This design comes from an exercise in tuning for small area on the open sky130 flow, not from production work. In this exercise RTL edits were held to simulation tests only and were not proved equivalent to the original. No driver is modelled on the clock port, so clocking that relies on it looks cheaper here than on a real chip. Power is estimated from default activity; no workload was simulated.

## tundra
Design basys3, start of the top module:
module basys3(
    input clk,
    input rst,
    input [15:0] sw,
    input btn0,
    output [15:0] led,
    output [0:6] seg,
    output [3:0] digit,
    output sound,
    output [0:6] seg2,
    output seg2_sel
    );
Size: about 120 flip-flops.
==> flow/config.mk <==
export PLATFORM = sky130hd
export DESIGN_NAME = basys3
export DESIGN_NICKNAME = basys3
export VERILOG_FILES = /design/flow/design.v
export SDC_FILE = /design/flow/constraint.sdc
export NUM_CORES = 4
export LEC_CHECK = 0
export CAP_MARGIN = 20
export CORE_MARGIN = 2
export CORE_UTILIZATION = 40
export SLEW_MARGIN = 20
==> flow/constraint.sdc <==
create_clock -name core_clock -period 10.0 [get_ports {clk}]
set_input_delay 2.0000 -clock core_clock [delete_from_list [all_inputs] [get_ports {clk}]]
set_output_delay 2.0000 -clock core_clock [all_outputs]
set_load 0.01 [all_outputs]
standard.sh (not shown) runs the stock make flow with config.mk's settings and CLKGATE_MAP_FILE= SYNTH_SCRIPT=/design/flow/synth_recipe.tcl, a recipe that flattens the netlist after the stock synthesis.
==> flow/flow/run.sh <==
#!/bin/bash
# Standard layout, with port buffers of the smallest buffer and a clock tree
# of small buffers without dummy loads.
set -euo pipefail
export BUFFER_PORTS_ARGS="-buffer_cell sky130_fd_sc_hd__buf_1"
export CTS_ARGS="-repair_clock_nets -dont_use_dummy_load -buf_list {sky130_fd_sc_hd__clkbuf_8 sky130_fd_sc_hd__clkbuf_16} -distance_between_buffers 500"
bash standard.sh > standard_flow.log 2>&1
diff inputs: tundra => yarrow
==> flow/flow/run.sh <==
#!/bin/bash
# Standard layout, with port buffers of the smallest buffer and a clock tree
# of small buffers without dummy loads.
set -euo pipefail
export BUFFER_PORTS_ARGS="-buffer_cell sky130_fd_sc_hd__buf_1"
export CTS_ARGS="-sink_clustering_enable -repair_clock_nets -dont_use_dummy_load -buf_list sky130_fd_sc_hd__clkbuf_8 -sink_clustering_size 30"
export PRE_CTS_TCL="$(pwd)/flow/pre_cts.tcl"
bash standard.sh > standard_flow.log 2>&1
==> flow/flow/pre_cts.tcl (new file) <==
configure_cts_characterization -max_cap 0.12 -max_slew 0.12
## What came out
In summary, yarrow completed successfully, with a layout that passed the timing, design-rule and antenna checks. Higher average via count per standard cell goes to yarrow over tundra. On required time reported for the critical path endpoint, tundra tracks yarrow almost exactly. tundra leaves more setup margin than yarrow. Measured against yarrow, the power per cell area of tundra comes out at 1.16 times the reference value. yarrow and tundra ended up with roughly the same routed wire length.
Edits applied to the flow inputs when going from yarrow to cedar:
==> flow/flow/run.sh <==
#!/bin/bash
# Standard layout, with port buffers of the smallest buffer and a clock tree
# of small buffers without dummy loads.
set -euo pipefail
export BUFFER_PORTS_ARGS="-buffer_cell sky130_fd_sc_hd__buf_1"
export CTS_ARGS="-sink_clustering_enable -repair_clock_nets -dont_use_dummy_load -buf_list sky130_fd_sc_hd__clkbuf_4 -sink_clustering_size 20"
bash standard.sh > standard_flow.log 2>&1
removed: flow/flow/pre_cts.tcl
==> run notes <==
Changes observed in cedar relative to yarrow: number of global-route vias before repair dropped 24; global-route wire length before repair decreased 130 um. The lower area added between synthesis and finish came out of cedar.
diff inputs: cedar => xenon
==> flow/flow/run.sh <==
#!/bin/bash
# Standard layout, with port buffers of the smallest buffer and a clock tree
# of small buffers without dummy loads.
set -euo pipefail
export BUFFER_PORTS_ARGS="-buffer_cell sky130_fd_sc_hd__buf_1"
export CTS_ARGS="-sink_clustering_enable -repair_clock_nets -dont_use_dummy_load -buf_list {sky130_fd_sc_hd__clkbuf_8} -sink_clustering_size 35 -sink_clustering_max_diameter 200 -sink_clustering_levels 1"
bash standard.sh > standard_flow.log 2>&1
## What came out
xenon: sequential share of layout area 0.80 points below cedar
xenon: summed area of non-filler cells in the final layout higher than cedar
[compare] base=cedar new=xenon: total number of sequential cells barely changed; final cell count closely matched the old numbers; worst setup slack went up by 0.087 ns.

---

basys3, a different RTL version from the one above (not shown whole).
For scale: roughly 650 cells after synthesis, ~140 flip-flops, ~0.0060 mm2 of cells after synthesis.
clock: 10.0 ns
lec_check: 0
cap_margin: 20
core_margin: 2
core_utilization: 60
slew_margin: 20
==> flow/flow/run.sh <==
#!/bin/bash
# Standard layout, with port buffers of the smallest buffer and a clock tree
# of small buffers without dummy loads.
set -euo pipefail
export BUFFER_PORTS_ARGS="-buffer_cell sky130_fd_sc_hd__buf_1"
export CTS_ARGS="-sink_clustering_enable -repair_clock_nets -dont_use_dummy_load -buf_list sky130_fd_sc_hd__clkbuf_2 sky130_fd_sc_hd__clkbuf_4 -sink_clustering_size 16"
bash standard.sh > standard_flow.log 2>&1
The first run did not get past 4_1_cts.
Next try:
==> flow/flow/run.sh (replaced) <==
#!/bin/bash
# Standard layout, with port buffers of the smallest buffer and a clock tree
# of small buffers without dummy loads.
set -euo pipefail
export BUFFER_PORTS_ARGS="-buffer_cell sky130_fd_sc_hd__buf_1"
export CTS_ARGS="-sink_clustering_enable -repair_clock_nets -dont_use_dummy_load -buf_list sky130_fd_sc_hd__clkbuf_4 -sink_clustering_size 20"
bash standard.sh > standard_flow.log 2>&1
- CORE_UTILIZATION: 60 -> 40
Result:
- With this change the flow passed the timing, design-rule and antenna checks
- area after synthesis is unchanged
- synthesized cell count does not change

---

## JK
basys3 again, from the RTL that the note above started with.
export LEC_CHECK = 0
export CAP_MARGIN = 20
export CORE_MARGIN = 2
export CORE_UTILIZATION = 40
export SLEW_MARGIN = 20
create_clock -name core_clock -period 10.0 [get_ports {clk}]
run.sh (not shown) runs the stock make flow with config.mk's settings and CLKGATE_MAP_FILE= SYNTH_SCRIPT=/design/flow/synth_recipe.tcl, a recipe that flattens the netlist after the stock synthesis.
Stock flow here: none of the scripts above is used.
The inputs of MS differ from those of JK as listed below.
- changing CORE_UTILIZATION from 40 to 60
==> flow/flow/run.sh (new file) <==
#!/bin/bash
# Standard layout, with port buffers of the smallest buffer and a clock tree
# of small buffers without dummy loads.
set -euo pipefail
export BUFFER_PORTS_ARGS="-buffer_cell sky130_fd_sc_hd__buf_1"
export CTS_ARGS="-sink_clustering_enable -repair_clock_nets -dont_use_dummy_load -buf_list {sky130_fd_sc_hd__clkbuf_2 sky130_fd_sc_hd__clkbuf_4} -sink_clustering_size 16"
bash standard.sh > standard_flow.log 2>&1
==> flow/standard.sh (new file) <==
#!/bin/bash
# synth_recipe.tcl (not shown) runs the flow's synth.tcl, then flattens the netlist and writes it again
# the make line also repeats each setting of config.mk as NAME=value (left out here)
make -C /OpenROAD-flow-scripts/flow DESIGN_CONFIG=/design/flow/config.mk WORK_HOME=/design/flow/orfs CLKGATE_MAP_FILE= SYNTH_SCRIPT=/design/flow/synth_recipe.tcl "${@:-finish}"
removed: flow/run.sh
==> comparison <==
Every stage of the flow completed for MS, and the final layout passed the timing, design-rule and antenna checks. Across both runs, leakage power was lower for MS than for JK. JK has higher clock power than MS. As far as area of the multi-input gates goes, JK and MS are indistinguishable; the numbers are identical. Compared with JK, MS shows number of well taps lower by about 28%. Sort JK and MS by proportion of power drawn by combinational gates desc -> top: MS. Non-clock buffer share of cell area was higher in the run labelled JK. Where total power is concerned, JK is outperformed by MS. MS vs. JK: global-route wire length before repair went down by 150 um. Setup-violating endpoint count in the final report came out exactly the same in JK and MS.
Setup changes, MS to AL
- CORE_UTILIZATION now 40, was 60
==> flow/flow/run.sh <==
#!/bin/bash
# Standard layout, with port buffers of the smallest buffer and a clock tree
# of small buffers without dummy loads.
set -euo pipefail
export BUFFER_PORTS_ARGS="-buffer_cell sky130_fd_sc_hd__buf_1"
export CTS_ARGS="-sink_clustering_enable -repair_clock_nets -dont_use_dummy_load -buf_list {sky130_fd_sc_hd__clkbuf_8} -sink_clustering_size 40"
bash standard.sh > standard_flow.log 2>&1
## What came out
Delta (AL minus MS): switching component of the power saw an increase, worst setup margin went up, cell area increased by 2.7% relative to the old numbers, total power draw increased by about 10% relative to the old numbers, synthesized netlist cell count barely changed.
Between AL and MS, global-route track usage on met2 is higher for MS, AL comes in under that.

---

## run A
Another version of the RTL of basys3 (not shown whole).
Size in the first run: ~570 cells after synthesis, roughly 0.0054 sq mm of cells after synthesis.
export LEC_CHECK = 0
export CAP_MARGIN = 20
export CORE_MARGIN = 2
export CORE_UTILIZATION = 40
export SLEW_MARGIN = 20
export SYNTH_HIERARCHICAL = 1
create_clock -name core_clock -period 10.0 [get_ports {clk}]
standard.sh (not shown) runs the stock make flow with config.mk's settings and CLKGATE_MAP_FILE= SYNTH_SCRIPT=/design/flow/synth_recipe.tcl, a recipe that flattens the netlist after the stock synthesis.
==> flow/flow/run.sh <==
#!/bin/bash
# The standard layout (standard.sh), with three changes made through the
# ORFS hooks it reads from the environment:
#  - port buffers are the smallest buffer, buf_1, instead of the one
#    buffer_ports picks by itself;
#  - the clock tree is built of clkbuf_4 without dummy loads;
#  - after clock tree synthesis, flow/post_cts.tcl upsizes the few tree
#    buffers whose flip-flops would see a slow clock edge.
# standard.sh writes each tool's log under orfs/logs; its own output goes to
# standard_flow.log.
set -euo pipefail
export BUFFER_PORTS_ARGS="-buffer_cell sky130_fd_sc_hd__buf_1"
export CTS_ARGS="-sink_clustering_enable -repair_clock_nets -dont_use_dummy_load -buf_list sky130_fd_sc_hd__clkbuf_4 -sink_clustering_size 20"
export POST_CTS_TCL="$(pwd)/flow/post_cts.tcl"
bash standard.sh > standard_flow.log 2>&1
==> flow/flow/post_cts.tcl <==
estimate_parasitics -placement
set upsized 0
foreach inst [get_cells *] {
  if {[get_property $inst ref_name] ne "sky130_fd_sc_hd__clkbuf_4"} { continue }
  set out [get_pins -of_objects $inst -filter "direction == output"]
  set net [get_nets -of_objects $out]
  set sinks [get_pins -of_objects $net -filter "direction == input"]
  # only buffers that drive flip-flops
  set ffs 0
  foreach p $sinks { if {[get_property $p name] eq "CLK"} { incr ffs } }
  if {$ffs == 0} { continue }
  set worst 0.0
  foreach p $sinks {
    foreach prop {slew_max_rise slew_max_fall} {
      set s [get_property $p $prop]
      if {[string is double -strict $s] && $s > $worst} { set worst $s }
    }
  }
  if {$worst > 0.09} {
    puts "upsizing [get_property $inst name]: [llength $sinks] sinks, slew $worst"
    replace_cell $inst [get_lib_cells sky130_fd_sc_hd__clkbuf_8]
    incr upsized
  }
}
puts "upsized $upsized clock buffers"
if {$upsized > 0} {
  detailed_placement
  estimate_parasitics -placement
}
Run A finished end to end and its layout was clean on timing, DRC and antenna.
#### Input delta (run B over run A)
- SYNTH_HIERARCHICAL removed (was 1)
- ABC_AREA newly set to 1
## What came out
Each of the runs, namely run A and run B, reached the end of the flow and came out clean.
Compared with run A, run B improves global-route wire length before repair.
[compare] base=run A new=run B: number of well-tap cells placed shrank by about 2.3%; layout overhead on the synthesized area grew by 1.9 points; routed wire length grew by 0.53%; post-route clock period utilization shrank by 0.23 points.
Run B vs run A: fmax up slightly
[compare] base=run A new=run B: power dissipated by switching net loads now larger; leakage power summed over all cells saw an increase; total design power lower.
On final area: between run A and run B, it ends up lower for run B.
Re mux cell area share after synthesis: run A and run B aren't equal, and the higher value belongs to run A.
Modified inputs, run C compared to run B
- ABC_AREA no longer set, was 1
## What came out
Any difference in fraction of standard cell area that is sequential between run B and run C is small enough to ignore.
Re number of synthesized register bits: no difference whatsoever between run B and run C.
Across both runs, number of cells on the critical path was lower for run C than for run B.
Relative to run B, the routed wire length measured on run C has decreased slightly.
Switching power as a share of total power delta for run C relative to run B: 0.17 points higher
Most frequent standard cell in the layout excluding fill and tap cells = sky130_fd_sc_hd__dfxtp_1: run C; most frequent standard cell in the layout excluding fill and tap cells = sky130_fd_sc_hd__nand2_1: run B
Compared with run B, run C shows maximum number of pins on one net before global-route repair higher by 6.
Compared with run B, run C shows a lower global-route met3 utilization.

## what the ideal ports hide
The results above use ideal ports. As a check the final layouts listed here were re-extracted and re-timed, cells and wires unchanged. Step 1 sets driving cells, clkbuf_16 on the clock port and buf_2 on the other inputs (assumed; they add their load-dependent delay and slew). Step 2 times the ports against the registers' clock, not the clock port: input delays grow and output delays shrink by t, the midpoint of the rising clock arrivals with the driver on. a / b / c = ideal ports / drivers / drivers and shift; a / b = the first two.
run	t, ns	setup WS [ns]	worst hold slack (ns)	cell pins on the clock port's net
tundra	0.432	5.699 / 5.663 / 6.095	0.324 / 0.324 / 0.324	1
yarrow	0.444	5.674 / 5.643 / 6.087	0.326 / 0.326 / 0.326	1
cedar	0.538	5.587 / 5.556 / 6.094	0.333 / 0.333 / 0.333	1
xenon	0.444	5.674 / 5.643 / 6.087	0.326 / 0.326 / 0.326	1
the second run of note 2	0.536	6.145 / 6.112 / 6.153	0.323 / 0.323 / 0.323	1
JK	0.445	5.933 / 5.892 / 6.153	0.316 / 0.316 / 0.316	1
MS	0.518	6.071 / 6.040 / 6.178	0.284 / 0.284 / 0.284	1
AL	0.458	6.226 / 6.192 / 6.154	0.322 / 0.322 / 0.322	1
run A	0.549	5.657 / 5.623 / 6.172	0.322 / 0.322 / 0.322	1
run B	0.516	5.680 / 5.649 / 6.165	0.322 / 0.322 / 0.322	1
run C	0.552	5.445 / 5.412 / 5.964	0.320 / 0.320 / 0.320	1
After both steps every run listed still meets setup and hold. The setup slack of AL, which loses most, moves by -0.034 ns with the drivers and by -0.072 ns with both steps.
